From an optimization exercise on the open Yosys and OpenROAD flow, aimed at small area; shortcuts taken in it are not production practice.
Function was checked by simulation only, so behaviour that the tests miss may differ from the original.
The clock port is modelled as an ideal driver; clocking choices that lean on that would not hold on a real chip.
Power and IR drop assume default switching activity.

Design MASTER_TEST, start of the top module:
module MASTER_TEST(
	input         CLOCK_50,     
	input         rst_n,        
	input         draw_en,
	input  [9:0]  startx,
	input  [9:0]  starty,
	input  [23:0] color,
	output        VGA_CLK,
	output        VGA_HS,
	output        VGA_VS,
	output        VGA_BLANK_N,
	output        VGA_SYNC_N,
	output [7:0]  VGA_R,
	output [7:0]  VGA_G,
	output [7:0]  VGA_B,
	output [14:0] mem0_addr,
	output [23:0] mem0_wdata,
	output        mem0_wren,
	input  [23:0] mem0_q,
	output [14:0] mem1_addr,
	output [23:0] mem1_wdata,
	output        mem1_wren,
	input  [23:0] mem1_q
);
wire        finished;
wire [14:0] pixel_address;
OnePixel pixel (
	.rst(rst_n), .clk(CLOCK_50), .draw_en(draw_en), .startx(startx), .starty(starty),
	.finished(finished), .write_mem_address(pixel_address));
vga_driver_memory_double_buf VGA_MODULE (
	.CLOCK_50(CLOCK_50), .rst_n(rst_n),
	.external_address(pixel_address), .external_data(color), .external_start(finished),
	.VGA_CLK(VGA_CLK), .VGA_HS(VGA_HS), .VGA_VS(VGA_VS), .VGA_BLANK_N(VGA_BLANK_N), .VGA_SYNC_N(VGA_SYNC_N),
	.VGA_R(VGA_R), .VGA_G(VGA_G), .VGA_B(VGA_B),
	.frame_buf_mem_address0(mem0_addr), .frame_buf_mem_data0(mem0_wdata), .frame_buf_mem_wren0(mem0_wren), .frame_buf_mem_q0(mem0_q),
	.frame_buf_mem_address1(mem1_addr), .frame_buf_mem_data1(mem1_wdata), .frame_buf_mem_wren1(mem1_wren), .frame_buf_mem_q1(mem1_q));
endmodule
Size in the first run: ~83 flip-flops.
clock: 10.0 ns
lec_check: 0
cap_margin: 20
core_margin: 2
core_utilization: 70
slew_margin: 20
standard.sh (not shown) runs the stock make flow with config.mk's settings and CLKGATE_MAP_FILE= SYNTH_SCRIPT=/design/flow/synth_recipe.tcl, a recipe that flattens the netlist after the stock synthesis.
==> flow/flow/run.sh <==
#!/bin/bash
# Standard ORFS layout (standard.sh) with two changes: the port buffers use
# the smallest buffer cell, and clock tree synthesis uses the options below.
set -euo pipefail
export BUFFER_PORTS_ARGS="-buffer_cell sky130_fd_sc_hd__buf_1"
export CTS_ARGS="-sink_clustering_enable -repair_clock_nets -dont_use_dummy_load -buf_list sky130_fd_sc_hd__clkbuf_8"
bash standard.sh finish > standard.log 2>&1
Next try:
CAP_MARGIN = 0   (was 20)
SLEW_MARGIN = 0   (was 20)
=> Total power barely changes. Worst setup slack hardly moves. Sequential cell count is unchanged. First-iteration DRC count stays the same. Count of clock-buffer cells in the layout stays the same. Wire length stays flat. Non-clock buffer count is unchanged. Register-to-register slack is about the same. Final area barely changes. Global-route usage is unchanged. Core utilization barely changes.

Another version of the RTL of MASTER_TEST (not shown whole).
Size in the first run: ~410 cells after synthesis, roughly 83 flip-flops, roughly 200 I/O pins, about 3800 sq um of cells after synthesis.
export LEC_CHECK = 0
export CAP_MARGIN = 20
export CORE_MARGIN = 2
export CORE_UTILIZATION = 70
export SLEW_MARGIN = 20
create_clock -name core_clock -period 10.0 [get_ports {CLOCK_50}]
==> flow/flow/run.sh <==
#!/bin/bash
# The standard layout (standard.sh) with these changes:
# - synthesis maps the logic for area (flow/synth.tcl, flow/abc_area.script)
#   and leaves adders to ABC instead of mapping them to full-adder cells;
# - the port buffers use the smallest buffer cell;
# - clock tree synthesis uses the options in CTS_ARGS, and then
#   flow/post_cts.tcl sizes each clock buffer down as far as the clock
#   pins slews allow.
# ORFS's logs are in orfs/logs; make's output goes to standard.log.
set -euo pipefail
F=$(pwd)/flow
export FLOW_ABC_SCRIPT=$F/abc_area.script
export BUFFER_PORTS_ARGS="-buffer_cell sky130_fd_sc_hd__buf_1"
export CTS_ARGS="-sink_clustering_enable -repair_clock_nets -dont_use_dummy_load -buf_list sky130_fd_sc_hd__clkbuf_8"
export POST_CTS_TCL=$F/post_cts.tcl
bash standard.sh finish SYNTH_SCRIPT=$F/synth.tcl ADDER_MAP_FILE= > standard.log 2>&1
==> flow/flow/post_cts.tcl <==
estimate_parasitics -placement
proc my_clk_maxslew {} {
  set m 0
  foreach p [get_pins -hierarchical */CLK] {
    set s [get_property $p slew_max]
    if { $s > $m } { set m $s }
  }
  return $m
}
set my_slew_limit 0.105
set my_sizes {sky130_fd_sc_hd__clkbuf_2 sky130_fd_sc_hd__clkbuf_4 sky130_fd_sc_hd__clkbuf_8 sky130_fd_sc_hd__clkbuf_16}
puts "post_cts: clock pin slew before resizing [my_clk_maxslew]"
foreach c [get_cells -filter "ref_name =~ sky130_fd_sc_hd__clkbuf_*"] {
  set orig [get_property $c ref_name]
  set i [lsearch $my_sizes $orig]
  if { $i <= 0 } { continue }
  # a buffer that drives flip-flops directly keeps at least clkbuf_4: the
  # placement estimate underrates the routed slew of a clkbuf_2
  set out [get_pins -of_objects $c -filter "direction == output"]
  set j0 0
  foreach p [get_pins -of_objects [get_nets -of_objects $out] -filter "direction == input"] {
    if { [get_property $p name] == "CLK" } { set j0 1 }
  }
  for { set j $j0 } { $j < $i } { incr j } {
    replace_cell $c [lindex $my_sizes $j]
    estimate_parasitics -placement
    if { [my_clk_maxslew] <= $my_slew_limit } { break }
    replace_cell $c $orig
    estimate_parasitics -placement
  }
  puts "post_cts: [get_full_name $c] $orig -> [get_property $c ref_name]"
}
puts "post_cts: clock pin slew after resizing [my_clk_maxslew]"
Other scripts of this flow, unchanged in this note and not shown: flow/flow/abc_area.script, flow/flow/synth.tcl
==> next run, changes <==
--- a/flow/flow/post_cts.tcl
+++ b/flow/flow/post_cts.tcl
@@ -9,3 +9,3 @@
 }
-set my_slew_limit 0.105
+set my_slew_limit 0.100
 set my_sizes {sky130_fd_sc_hd__clkbuf_2 sky130_fd_sc_hd__clkbuf_4 sky130_fd_sc_hd__clkbuf_8 sky130_fd_sc_hd__clkbuf_16}
Settings changed: CORE_UTILIZATION 70 to 85.
=> With this change the flow failed in global placement with GPL-0301; synthesized cell count is unchanged; synthesized area does not change.
==> next run, changes <==
Settings changed: CORE_UTILIZATION 85 to 70.
Outcome: The changed run produced a clean layout. Synthesized area is unchanged. Synthesized cell count stays the same.

==> static timing again, ports no longer ideal <==
Ports are ideal in the flow. The routed layouts listed here were re-timed in OpenROAD. Step 1 (the two cells are an assumption about what drives the block):
set clk [get_ports {CLOCK_50}]
set_driving_cell -lib_cell sky130_fd_sc_hd__clkbuf_16 $clk
set_driving_cell -lib_cell sky130_fd_sc_hd__buf_2 [delete_from_list [all_inputs] $clk]
Step 2 adds t to the input delays and takes it off the output delays; t is the mean of the earliest and latest rising clock arrival at the registers after step 1. Input paths then give back, and output paths get back, about the clock's delay inside the block. a / b / c = ideal / step 1 / step 2; a / b = the first two.
| run | shift t [ns] | setup slack, ns | worst hold slack (ns) |
|---|---|---|---|
| the first run of note 1 | 0.358 | 2.310 / 2.284 / 2.643 | 0.431 / 0.431 / 0.431 |
| the second run of note 1 | 0.360 | 2.311 / 2.285 / 2.645 | 0.434 / 0.434 / 0.434 |
| the first run of note 2 | 0.555 | 1.448 / 1.419 / 1.975 | 0.477 / 0.477 / 0.477 |
| the third run of note 2 | 0.553 | 1.419 / 1.391 / 1.944 | 0.477 / 0.477 / 0.477 |
After both steps setup and hold are still met in every run listed.
